From an optimization exercise on the open Yosys and OpenROAD flow, aimed at small area and a short achievable clock period; shortcuts taken in it are not production practice. RTL that was checked went through simulation tests only; none was proved equivalent to the original.

== try-raven ==
// GCC
module GCC(READY_, Xc, Yc, Xi, Yi, Wi, RESET_, CLK);
input CLK, RESET_;
input [7:0] Xi, Yi;
input [3:0] Wi;
output READY_;
output [7:0] Xc, Yc;
reg READY_, delay;
reg [7:0] Xc, Yc;
reg [7:0] x0, x1, x2, x3, x4, x5;
reg [7:0] y0, y1, y2, y3, y4, y5;
reg [3:0] w0, w1, w2, w3, w4, w5;
reg [2:0] num;
reg full;
reg [6:0] S;
reg [14:0] NX, NY;
reg [8:0] S3;        
wire [8:0] S3n;
wire [7:0] cx, cy;       
wire [5:0] e;            
wire [6:0] Sn;           
wire [14:0] NXn, NYn;    
wire [5:0] fe;
assign fe[0] = num == 3'd0;
assign fe[1] = num == 3'd1;
assign fe[2] = num == 3'd2;
assign fe[3] = num == 3'd3;
assign fe[4] = num == 3'd4;
assign fe[5] = num == 3'd5;
wire n0 = S[0] | S[1];
wire n1 = n0 | S[2];
wire n2 = n1 | S[3];
wire n3 = n2 | S[4];
wire n4 = n3 | S[5];
wire n5 = n4 | S[6];
wire n6 = NX[6] & ~S[0];
wire n7 = NX[7] & ~S[1];
wire n8 = NX[8] & ~S[2];
wire n9 = NX[9] & ~S[3];
wire n10 = NX[10] & ~S[4];
wire n11 = NX[11] & ~S[5];
wire n12 = NX[12] & ~S[6];
wire n13 = NX[6] ^ ~S[0];
wire n14 = NX[7] ^ ~S[1];
wire n15 = NX[8] ^ ~S[2];
wire n16 = NX[9] ^ ~S[3];
wire n17 = NX[10] ^ ~S[4];
wire n18 = NX[11] ^ ~S[5];
wire n19 = NX[12] ^ ~S[6];
wire n20 = n6 | n13;
wire n21 = n14 & n20;
wire n22 = n7 | n21;
wire n23 = n14 & n13;
wire n24 = n16 & n8;
wire n25 = n9 | n24;
wire n26 = n16 & n15;
wire n27 = n18 & n10;
wire n28 = n11 | n27;
wire n29 = n18 & n17;
wire n30 = ~NX[13] & n12;
wire n31 = NX[13] | n30;
wire n32 = ~NX[13] & n19;
wire n33 = n15 & n22;
wire n34 = n8 | n33;
wire n35 = n15 & n23;
wire n36 = n26 & n22;
wire n37 = n25 | n36;
wire n38 = n26 & n23;
wire n39 = n19 & n28;
  ...
Size in the first run: roughly 4,500 cells after synthesis, ~39 I/O pins, about 0.038 mm^2 of cells after synthesis.
export LEC_CHECK = 0
export ABC_AREA = 1
export CAP_MARGIN = 20
export CORE_MARGIN = 2
export CORE_UTILIZATION = 40
export PLACE_DENSITY = 0.6
export SLEW_MARGIN = 20
export SYNTH_HIERARCHICAL = 1
create_clock -name core_clock -period 52.0 [get_ports {CLK}]
standard.sh (not shown) runs the stock make flow with config.mk's settings and CLKGATE_MAP_FILE= SYNTH_SCRIPT=/design/flow/synth_recipe.tcl, a recipe that flattens the netlist after the stock synthesis.
==> flow/flow/run.sh <==
#!/bin/bash
cd "$(dirname "$0")/.."
cp standard.sh standard_sh.copy.log
cp config.mk config_mk.copy.log
export SETUP_SLACK_MARGIN=33
bash standard.sh > standard.log 2>&1
rc=$?
exit $rc
[inputs] try-pepper vs try-raven
- changing PLACE_DENSITY from 0.6 to 0.7
- changing CAP_MARGIN from 20 to 60
- changing CORE_UTILIZATION from 40 to 55
- changing SLEW_MARGIN from 20 to 50
Results
- try-pepper did not stop at any stage, and its layout met the timing, design-rule and antenna checks.
- try-pepper ends up with higher starting utilization of the core area than try-raven does.
- Diff try-raven -> try-pepper | number of design-rule violations left by the first detailed-router iteration | increase of 150
- Synthesized cell count: try-pepper vs try-raven identical
- Compared with try-raven, try-pepper instantiates a smaller number of standard cells.
- Worst slew slack as a fraction of its limit (try-pepper over try-raven): increase, 32 points
- Looking at try-raven and try-pepper, the clock input transition at the sequential cells of the worst setup and hold paths is a wash.
- try-raven was larger in final cell area than try-pepper.
## Diff of input files: try-violet against try-pepper
- PLACE_DENSITY changed from 0.7 to 0.6
- CORE_UTILIZATION changed from 55 to 40
[summary]
- Re core utilization: try-violet is 16 points down on try-pepper.
- Looking at average via count per standard cell, try-violet sits about 9% below try-pepper.
- Delta (try-violet minus try-pepper): count of antenna diodes in the layout grew by 1; count of clock buffers in the final design saw a decrease; clock-pin slew on the worst setup and hold paths essentially unchanged; site row count saw an increase.
- | critical path data arrival time | higher: try-pepper |
Inputs modified between try-violet and try-quartz:
-- flow/flow/run.sh --
<<< try-violet, line 5
export SETUP_SLACK_MARGIN=33
>>> try-quartz, line 5
export SETUP_SLACK_MARGIN=34
[summary]
Between try-quartz and try-violet, the remaining max-slew budget at the tightest pin figures differ only marginally. The clock-pin slew on the worst setup and hold paths on try-violet is in line with that on try-quartz. try-violet → try-quartz: routed wire length saw an increase; total stage count of the critical path shows an increase of about 3%; core utilization now sits higher; quantity of gates resized following cts shows an increase of 270%; number of global-route vias before repair higher.

* * *

the previous run:
Another version of the RTL of GCC (not shown whole).
Size in the first run: roughly 4500 cells after synthesis, about 39 I/O pins, ~38000 µm² of cells after synthesis.
Settings: LEC_CHECK=0, ABC_AREA=1, CAP_MARGIN=60, CORE_MARGIN=2, CORE_UTILIZATION=40, PLACE_DENSITY=0.6, SLEW_MARGIN=50, SYNTH_HIERARCHICAL=1; clock period 52.0 ns.
==> flow/flow/run.sh <==
#!/bin/bash
cd "$(dirname "$0")/.."
cp standard.sh standard_sh.copy.log
cp config.mk config_mk.copy.log
export SETUP_SLACK_MARGIN=32
bash standard.sh > standard.log 2>&1
rc=$?
exit $rc
## Diff of input files: the current run against the previous run
diff --git a/flow/flow/run.sh b/flow/flow/run.sh
--- a/flow/flow/run.sh
+++ b/flow/flow/run.sh
@@ -5 +5 @@
-export SETUP_SLACK_MARGIN=32
+export SETUP_SLACK_MARGIN=33
--- outcome ---
- The final layout from the current run, which completed every stage, passed the timing, design-rule and antenna checks at the end of the flow.
- Compared with the previous run, the current run shows a lower final critical-path required period.
- The current run vs. the previous run: number of instances resized during post-cts repair went up 46, largest fanout on the critical path decreased by 13 relative to the old numbers, final routed wire length divided by cell count went up 0.14 µm, worst slew margin relative to its limit picked up an extra 0.34 points.
- Net total in the final layout of the current run exceeds that of the previous run slightly.
- Sequential standard cell area essentially unchanged between the current run and the previous run.
- Global-route usage essentially unchanged between the current run and the previous run.
- The distinct cell type count of the synthesized netlist was comparable across the previous run and the current run.
- Diff the previous run -> the current run | total wire length | up by a few percent

* * *

RTL: one of the versions met above, not the one the previous note started from.
For scale: roughly 190 flip-flops, roughly 39 I/O pins, ~36000 sq um of cells after synthesis.
==> flow/config.mk <==
export PLATFORM = sky130hd
export DESIGN_NAME = GCC
export DESIGN_NICKNAME = GCC
export VERILOG_FILES = /design/flow/design.v
export SDC_FILE = /design/flow/constraint.sdc
export NUM_CORES = 4
export LEC_CHECK = 0
export ABC_AREA = 1
export CAP_MARGIN = 60
export CORE_MARGIN = 2
export CORE_UTILIZATION = 40
export PLACE_DENSITY = 0.6
export SLEW_MARGIN = 50
export SYNTH_HIERARCHICAL = 1
==> flow/constraint.sdc <==
create_clock -name core_clock -period 52.0 [get_ports {CLK}]
set_input_delay 10.4000 -clock core_clock [delete_from_list [all_inputs] [get_ports {CLK}]]
set_output_delay 10.4000 -clock core_clock [all_outputs]
set_load 0.01 [all_outputs]
==> flow/flow/run.sh <==
#!/bin/bash
cd "$(dirname "$0")/.."
rm -rf scripts_alt
cp -r "$FLOW_HOME/scripts" scripts_alt
printf 'strash\ndch\nmap -a -B 0.9\ntopo\nstime -c\nbuffer -c\nupsize -c\ndnsize -c\n' > scripts_alt/abc_area.script
export SCRIPTS_DIR="$PWD/scripts_alt"
export SETUP_SLACK_MARGIN=32
bash standard.sh > standard.log 2>&1
exit $?
The baseline went through all stages and came out clean.
Rerun with:
--- a/flow/flow/run.sh
+++ b/flow/flow/run.sh
@@ -7 +7 @@
-export SETUP_SLACK_MARGIN=32
+export SETUP_SLACK_MARGIN=33
- The changed run finished clean
- final cell count grows by 0.35%
- hold slack degrades by 0.0047 ns
- setup slack improves by 0.58 ns
- via count goes up by 0.86%
- sequential share of layout area falls by 0.13 points
- global-route usage went up by 0.86 points
Rerun with:
==> flow/flow/run.sh (replaced) <==
#!/bin/bash
cd "$(dirname "$0")/.."
cp standard.sh standard_sh.copy.log
cp config.mk config_mk.copy.log
export SETUP_SLACK_MARGIN=33.5
bash standard.sh > standard.log 2>&1
rc=$?
exit $rc
--- a/flow/config.mk
+++ b/flow/config.mk
@@ -9 +9 @@
-export CAP_MARGIN = 60
+export CAP_MARGIN = 20
@@ -13 +13 @@
-export SLEW_MARGIN = 50
+export SLEW_MARGIN = 20
Setup slack improved by 0.98 ns.
Clock skew falls by 0.015 ns.
Sequential cell count is unchanged.
Count of clock-buffer cells in the layout went down by 4.
Final area is lower by 2.3%.
Rerun with:
--- a/flow/flow/run.sh
+++ b/flow/flow/run.sh
@@ -5 +5 @@
-export SETUP_SLACK_MARGIN=33.5
+export SETUP_SLACK_MARGIN=33
--- a/flow/config.mk
+++ b/flow/config.mk
@@ -9 +9 @@
-export CAP_MARGIN = 20
+export CAP_MARGIN = 60
@@ -13 +13 @@
-export SLEW_MARGIN = 20
+export SLEW_MARGIN = 50
@@ -14,0 +15 @@
+export TNS_END_PERCENT = 20
Result: The new run finished with timing, DRC and antenna clean; via count fell by about 1.4%; wire length went down by 2.8%; global-route usage fell by 0.16 points; non-clock buffer count came out lower by 48; count of clock-buffer cells in the layout stays the same; worst setup slack got worse by 0.064 ns; first-iteration DRC count came out higher by about 3%; fmax goes down by about 0.36%.

* * *

== tundra ==
GCC, a different RTL version from the one above (not shown whole).
Size in the first run: ~4,600 cells after synthesis, about 190 flip-flops, ~0.039 mm^2 of cells after synthesis.
Settings: LEC_CHECK=0, ABC_AREA=1, CAP_MARGIN=20, CORE_MARGIN=2, CORE_UTILIZATION=40, PLACE_DENSITY=0.6, SLEW_MARGIN=70, SYNTH_HIERARCHICAL=1; clock period 52.0 ns.
run.sh (not shown) runs the stock make flow with config.mk's settings and CLKGATE_MAP_FILE= SYNTH_SCRIPT=/design/flow/synth_recipe.tcl, a recipe that flattens the netlist after the stock synthesis.
Stock flow here: none of the scripts above is used.
Every stage of the flow completed for tundra, and the final layout passed the timing, design-rule and antenna checks.
### tundra -> nickel
Settings: swapping 70 for 50 in SLEW_MARGIN; swapping 20 for 60 in CAP_MARGIN.
==> flow/flow/run.sh (new file) <==
#!/bin/bash
cd "$(dirname "$0")/.."
cp standard.sh standard_sh.copy.log
cp config.mk config_mk.copy.log
export SETUP_SLACK_MARGIN=35
bash standard.sh > standard.log 2>&1
rc=$?
exit $rc
==> flow/standard.sh (new file) <==
#!/bin/bash
# synth_recipe.tcl (not shown) runs the flow's synth.tcl, then flattens the netlist and writes it again
# the make line also repeats each setting of config.mk as NAME=value (left out here)
make -C /OpenROAD-flow-scripts/flow DESIGN_CONFIG=/design/flow/config.mk WORK_HOME=/design/flow/orfs CLKGATE_MAP_FILE= SYNTH_SCRIPT=/design/flow/synth_recipe.tcl "${@:-finish}"
removed: flow/run.sh
Notes after the runs:
- nickel packs its core more tightly than tundra.
- In nickel relative to tundra, post-layout net count had gone up by a few percent.
- nickel — non-clock buffer count 366 higher, tundra as reference
- As of nickel, critical path depth in cells had fallen by a little under 10% compared to tundra.
- Number of buffers between clock root and the deepest sink came out exactly the same in tundra and nickel.
- Summary: with tundra as the reference, post-route standard cell area excluding fillers in nickel moved up by more than 10%.
- Diff tundra -> nickel: relative area of clock buffers and inverters in the final design went down 0.25 points; register fraction of the total cell area now smaller; non-clock buffer contribution to total cell area went up 7.1 points.
> inputs changed (nickel -> sierra)
==> flow/flow/run.sh <==
#!/bin/bash
cd "$(dirname "$0")/.."
cp standard.sh standard_sh.copy.log
cp config.mk config_mk.copy.log
export SETUP_SLACK_MARGIN=32
bash standard.sh > standard.log 2>&1
rc=$?
exit $rc
--- outcome ---
sierra ran to completion and came out clean on the timing, design-rule and antenna checks. [compare] base=nickel new=sierra: violation count after the first detailed-routing iteration dropped about 5.5%, post-layout instance area now sits lower. sierra: maximum number of pins on one net before global-route repair lower than nickel. The register share of the cell area in sierra sits 1.3 points above the value recorded for nickel. sierra -> nickel: number of rows created at floorplan delta 0, exact match. Netlist area before placement across nickel and sierra: no real change. Start point of the critical path: S[2] -> sierra, S3[0] -> nickel.
#### Input delta (yarrow over sierra)
Settings: SLEW_MARGIN: 50 -> 20; CAP_MARGIN: 60 -> 20.
==> flow/run.sh (new file) <==
#!/bin/bash
# synth_recipe.tcl (not shown) runs the flow's synth.tcl, then flattens the netlist and writes it again
# the make line also repeats each setting of config.mk as NAME=value (left out here)
make -C /OpenROAD-flow-scripts/flow DESIGN_CONFIG=/design/flow/config.mk WORK_HOME=/design/flow/orfs CLKGATE_MAP_FILE= SYNTH_SCRIPT=/design/flow/synth_recipe.tcl finish
removed: flow/flow/run.sh
removed: flow/standard.sh
### Flow results
Taking sierra as the reference point, the final-layout fill cell count of yarrow rises by 256.
Compared to sierra, yarrow has setup fix buffers added after clock tree synthesis 12 lower.
The run showing the greater register fraction of the total cell area is yarrow.
Comparing yarrow against sierra, there is no change at all in total clock buffers created by CTS.
Relative to sierra, worst setup margin has decreased by 3.34 ns in yarrow.
When yarrow is set beside sierra, its estimated wirelength of the detail-placed design turns out to be 0.74% smaller.
Between yarrow and sierra, the difference in clock skew is negligible.
No run of this note included a check of the RTL's function; only the layout flow was run.

* * *

Starting RTL as in the previous note.
clock: 52.0 ns
lec_check: 0
abc_area: 1
cap_margin: 20
core_margin: 2
core_utilization: 60
place_density: 0.75
slew_margin: 20
synth_hierarchical: 1
Stock flow here: none of the scripts above is used.
Change:
Settings changed: CAP_MARGIN 20 to 60, CORE_UTILIZATION 60 to 40, PLACE_DENSITY 0.75 to 0.6, SLEW_MARGIN 20 to 50.
After rerunning:
- register-to-register slack improves by 1300 ps
- global-route usage falls by 10 points
- sequential cell count is unchanged
- via count shrinks slightly
- non-clock buffer count went up by 52
- cell count rises by a little under a tenth
- routed wire length rose by a few percent
- critical path depth went up by 1
- setup slack gets better by 1300 ps
Function was not checked in any run of this note: the RTL went through the layout flow alone.

==> static timing again, ports no longer ideal <==
The results above use ideal ports. As a check the final layouts listed here were re-extracted and re-timed, cells and wires unchanged. Step 1 sets driving cells, clkbuf_16 on the clock port and buf_2 on the other inputs (assumed; they add their load-dependent delay and slew). Step 2, shift: input delay + t, output delay - t, t = (earliest + latest rising clock arrival at the registers) / 2. This alone moves slack from input paths to output paths. a / b / c = no drivers / after step 1 / after step 2; a / b = the first two.
run | t, ns | slack for setup (ns) | clock arrival spread, ns | cell pins on the clock port's net
try-raven | 0.520 | 33.919 / 33.919 / 33.499 | 0.013 / 0.012 | 1
try-pepper | 0.506 | 33.850 / 33.850 / 33.692 | 0.017 / 0.017 | 1
try-violet | 0.516 | 33.938 / 33.938 / 33.765 | 0.015 / 0.015 | 1
try-quartz | 0.512 | 34.276 / 34.262 / 33.750 | 0.016 / 0.015 | 1
the previous run | 0.521 | 33.058 / 33.058 / 33.058 | 0.020 / 0.020 | 1
the current run | 0.522 | 33.792 / 33.792 / 33.683 | 0.018 / 0.019 | 1
the first run of note 3 | 0.528 | 32.437 / 32.437 / 32.437 | 0.013 / 0.013 | 1
the second run of note 3 | 0.530 | 33.021 / 33.021 / 33.021 | 0.025 / 0.025 | 1
the third run of note 3 | 0.528 | 34.002 / 34.036 / 33.508 | 0.009 / 0.010 | 1
the fourth run of note 3 | 0.516 | 33.938 / 33.938 / 33.765 | 0.015 / 0.015 | 1
tundra | 0.508 | 31.106 / 31.106 / 31.106 | 0.023 / 0.024 | 1
nickel | 0.512 | 34.099 / 34.099 / 34.078 | 0.019 / 0.019 | 1
sierra | 0.513 | 33.095 / 33.095 / 33.095 | 0.020 / 0.020 | 1
yarrow | 0.504 | 29.756 / 29.756 / 29.756 | 0.023 / 0.023 | 1
the first run of note 5 | 0.518 | 29.625 / 29.625 / 29.625 | 0.024 / 0.024 | 1
the second run of note 5 | 0.510 | 30.957 / 30.957 / 30.957 | 0.020 / 0.019 | 1
After both steps every run listed still meets setup and hold. For try-quartz, which loses most, drivers alone change the setup slack by -0.014 ns; drivers and shift together by -0.526 ns.
